From an optimization exercise on the open Yosys and OpenROAD flow, aimed at small area and a short achievable clock period; shortcuts taken in it are not production practice. Function was checked by simulation only, so behaviour that the tests miss may differ from the original.

run A:
## fir_bandstop
module fir_bandstop ( clk, in, out );
input  wire clk;
input  wire [15:0]in;
output wire [57:0]out;
wire [33:0] y;
wire ys;
wire [23:0] sg;
fir fir_bs_inst(
	.clk(clk),
	.in(in),
	.y(y),
	.ys(ys)
	);
genvar i;
generate
	for (i=0; i<24; i=i+1) begin: sign
		fir_sreg r ( .clk(clk), .d(ys), .q(sg[i]) );
	end
endgenerate
assign out = {sg, y};
endmodule
Size: ~3,700 cells after synthesis, about 930 flip-flops, about 56,000 µm² of cells after synthesis.
clock: 12.0 ns
lec_check: 0
cap_margin: 20
core_margin: 2
core_utilization: 50
cts_cluster_diameter: 60
cts_cluster_size: 30
slew_margin: 20
synth_hierarchical: 1
synth_minimum_keep_size: 0
standard.sh (not shown) runs the stock make flow with config.mk's settings and CLKGATE_MAP_FILE= SYNTH_SCRIPT=/design/flow/synth_recipe.tcl, a recipe that flattens the netlist after the stock synthesis.
==> flow/flow/run.sh <==
#!/bin/bash
set -euo pipefail
export BUFFER_PORTS_ARGS="-buffer_cell sky130_fd_sc_hd__buf_2"
export SETUP_SLACK_MARGIN=8.6
export CTS_ARGS="-sink_clustering_enable -repair_clock_nets -sink_clustering_size 20 -sink_clustering_max_diameter 50 -root_buf sky130_fd_sc_hd__clkbuf_16 -sink_clustering_buffer sky130_fd_sc_hd__clkbuf_8 -dont_use_dummy_load"
bash standard.sh > standard.log 2>&1   # ORFS's own logs stay under orfs/logs/
The flow did not stop early for run A: all stages ran, and the layout cleared the timing, DRC and antenna checks.
[inputs] run B vs run A
==> flow/flow/run.sh <==
#!/bin/bash
set -euo pipefail
export BUFFER_PORTS_ARGS="-buffer_cell sky130_fd_sc_hd__buf_2"
export SETUP_SLACK_MARGIN=8.45
export CTS_ARGS="-sink_clustering_enable -repair_clock_nets -sink_clustering_size 30 -sink_clustering_max_diameter 60 -dont_use_dummy_load"
bash standard.sh > standard.log 2>&1
## What came out
- Run B vs. run A: number of buffers inserted by post-CTS setup repair decreased by 4 relative to the old numbers, sequential share of layout area decreased by 0.40 points relative to the old numbers, global-route met2 utilization decreased by 1.4 points relative to the old numbers.
- Changes observed in run B relative to run A: cell area reported after detailed placement now sits at about the same level, final antenna diode count now sits higher.
The following lists how run C was set up differently from run B:
==> flow/flow/run.sh <==
#!/bin/bash
set -euo pipefail
export BUFFER_PORTS_ARGS="-buffer_cell sky130_fd_sc_hd__buf_2"
export SETUP_SLACK_MARGIN=8.45
export CTS_ARGS="-sink_clustering_enable -repair_clock_nets -sink_clustering_size 20 -sink_clustering_max_diameter 50 -root_buf sky130_fd_sc_hd__clkbuf_16 -sink_clustering_buffer sky130_fd_sc_hd__clkbuf_8 -dont_use_dummy_load"
bash standard.sh > standard.log 2>&1   # ORFS's own logs stay under orfs/logs/
--- outcome ---
[compare] base=run B new=run C: post-cts sizing count lower; final worst-path setup slack now sits higher; hold slack shrank by 0.047 ns; fraction of the cycle the final worst path needs has remained practically unchanged.
Run C vs run B: fmax up slightly
The pin count of the biggest net entering global routing reported for run C is smaller than that of run B by about 20%.
Re synthesis-to-layout area growth: run C is 1.1 points down on run B.
Run C vs run B: number of antenna repair diodes up
[compare] base=run B new=run C: share of cell area taken by flip-flops and latches +0.39 points, routed wire length ~0 delta.
For run D, these inputs were changed with respect to run C:
==> flow/flow/run.sh <==
#!/bin/bash
set -euo pipefail
export BUFFER_PORTS_ARGS="-buffer_cell sky130_fd_sc_hd__buf_2"
export SETUP_SLACK_MARGIN=8.45
bash standard.sh > standard.log 2>&1
Results
Run D -> run C: number of inverters outside the clock class in the layout delta 0, exact match. Diff run D and run C: number of non-filler instances in the completed layout higher in run D. Post-route clock skew delta for run D relative to run C: 0.040 ns lower. More vias were needed by run D than by run C. [run D vs run C] sum of met3 wire segment lengths after detailed routing: lower in run D.

---

yarrow:
Another version of the RTL of fir_bandstop (not shown whole).
For scale: ~3700 cells after synthesis, ~930 flip-flops, ~75 I/O pins.
export LEC_CHECK = 0
export CAP_MARGIN = 20
export CORE_MARGIN = 2
export CORE_UTILIZATION = 50
export CTS_CLUSTER_DIAMETER = 60
export CTS_CLUSTER_SIZE = 30
export SLEW_MARGIN = 20
export SYNTH_HIERARCHICAL = 1
export SYNTH_MINIMUM_KEEP_SIZE = 0
create_clock -name core_clock -period 12.0 [get_ports {clk}]
==> flow/flow/run.sh <==
#!/bin/bash
set -euo pipefail
export BUFFER_PORTS_ARGS="-buffer_cell sky130_fd_sc_hd__buf_2"
export SETUP_SLACK_MARGIN=8.5
export CTS_ARGS="-sink_clustering_enable -repair_clock_nets -sink_clustering_size 24 -sink_clustering_max_diameter 45 -root_buf sky130_fd_sc_hd__clkbuf_16 -sink_clustering_buffer sky130_fd_sc_hd__clkbuf_8 -dont_use_dummy_load"
bash standard.sh > standard.log 2>&1   # ORFS's own logs stay under orfs/logs/
Both conditions hold for yarrow: the flow ran to the end and the final layout passed the timing, DRC and antenna checks.
Input changes introduced in harbor (baseline for comparison: yarrow):
==> flow/flow/run.sh <==
#!/bin/bash
set -euo pipefail
export BUFFER_PORTS_ARGS="-buffer_cell sky130_fd_sc_hd__buf_2"
export SETUP_SLACK_MARGIN=8.6
export CTS_ARGS="-sink_clustering_enable -repair_clock_nets -sink_clustering_size 24 -sink_clustering_max_diameter 45 -root_buf sky130_fd_sc_hd__clkbuf_16 -sink_clustering_buffer sky130_fd_sc_hd__clkbuf_8 -dont_use_dummy_load"
bash standard.sh > standard.log 2>&1   # ORFS's own logs stay under orfs/logs/
==> comparison <==
The non-clock buffer count of harbor exceeds that of yarrow by 11.
In harbor the final critical-path setup slack turned out 0.0035 ns higher than in yarrow.
Global routing usage summed across all routing layers: harbor vs yarrow, no meaningful difference
Number of nets in the final layout: harbor vs yarrow, no meaningful difference
Data-path buffer share of cell area in the final layout on harbor is up relative to yarrow.
When harbor is set beside yarrow, its first-iteration DRC count turns out to be about 5% smaller.
Delta (harbor minus yarrow): routing usage on met3 went down by 0.51 points, achievable frequency ~0 delta.
Input-level comparison between sierra and harbor:
==> flow/flow/run.sh <==
#!/bin/bash
set -euo pipefail
export BUFFER_PORTS_ARGS="-buffer_cell sky130_fd_sc_hd__buf_2"
export SETUP_SLACK_MARGIN=8.5
export CTS_ARGS="-sink_clustering_enable -repair_clock_nets -sink_clustering_size 20 -sink_clustering_max_diameter 50 -root_buf sky130_fd_sc_hd__clkbuf_16 -sink_clustering_buffer sky130_fd_sc_hd__clkbuf_8 -dont_use_dummy_load"
bash standard.sh > standard.log 2>&1   # ORFS's own logs stay under orfs/logs/
Results
Sequential share of layout area essentially unchanged between sierra and harbor.
Per the comparison of sierra with harbor, number of clock buffers in the layout moved down.
Relative to sierra, the following input files were edited for cedar:
- an added ABC_CLOCK_PERIOD_IN_PS of 3000
==> flow/flow/run.sh <==
#!/bin/bash
set -euo pipefail
export BUFFER_PORTS_ARGS="-buffer_cell sky130_fd_sc_hd__buf_2"
export SETUP_SLACK_MARGIN=8.5
export CTS_ARGS="-sink_clustering_enable -repair_clock_nets -sink_clustering_size 24 -sink_clustering_max_diameter 45 -root_buf sky130_fd_sc_hd__clkbuf_16 -sink_clustering_buffer sky130_fd_sc_hd__clkbuf_8 -dont_use_dummy_load"
bash standard.sh > standard.log 2>&1   # ORFS's own logs stay under orfs/logs/
Results
The share of the clock period used by the worst path on cedar is in line with that on sierra. Delta (cedar minus sierra): fraction of met2 tracks used by global routing now sits at about the same level; path length in cells of the critical path now sits at about the same level; clock buffer count in the final layout now sits higher; routed wire length now sits at about the same level. Any difference in combined area of the multi-input logic cells between cedar and sierra is small enough to ignore. Non-clock buffer count (cedar vs. sierra) increases by a few percent. Between sierra and cedar, fraction of layout cells with a size suffix above 1 increased. Worst setup slack for register-to-register paths: cedar > sierra. out[55] as the endpoint of the worst setup timing path was reported by cedar, and out[45] by sierra.

[separate check: timing with driven ports]
The results above use ideal ports. As a check the final layouts listed here were re-extracted and re-timed, cells and wires unchanged. Step 1, drivers: a clkbuf_16 drives clk and a buf_2 each remaining input, both assumed. Step 2 adds t to the input delays and takes it off the output delays; t is the mean of the earliest and latest rising clock arrival at the registers after step 1. Input paths then give back, and output paths get back, about the clock's delay inside the block. a / b / c = ideal ports / drivers / drivers and shift; a / b = the first two.
| run | t, ns | setup slack, ns | latest minus earliest clock arrival (ns) |
|---|---|---|---|
| run A | 0.722 | 8.478 / 8.396 / 8.599 | 0.084 / 0.084 |
| run B | 0.731 | 8.454 / 8.388 / 8.454 | 0.100 / 0.100 |
| run C | 0.718 | 8.471 / 8.398 / 8.471 | 0.084 / 0.084 |
| run D | 0.764 | 8.459 / 8.381 / 8.465 | 0.039 / 0.040 |
| yarrow | 0.705 | 8.488 / 8.421 / 8.535 | 0.075 / 0.076 |
| harbor | 0.704 | 8.492 / 8.419 / 8.550 | 0.078 / 0.078 |
| sierra | 0.691 | 8.480 / 8.411 / 8.513 | 0.101 / 0.101 |
| cedar | 0.705 | 8.488 / 8.421 / 8.535 | 0.075 / 0.076 |
After both steps setup and hold are still met in every run listed.
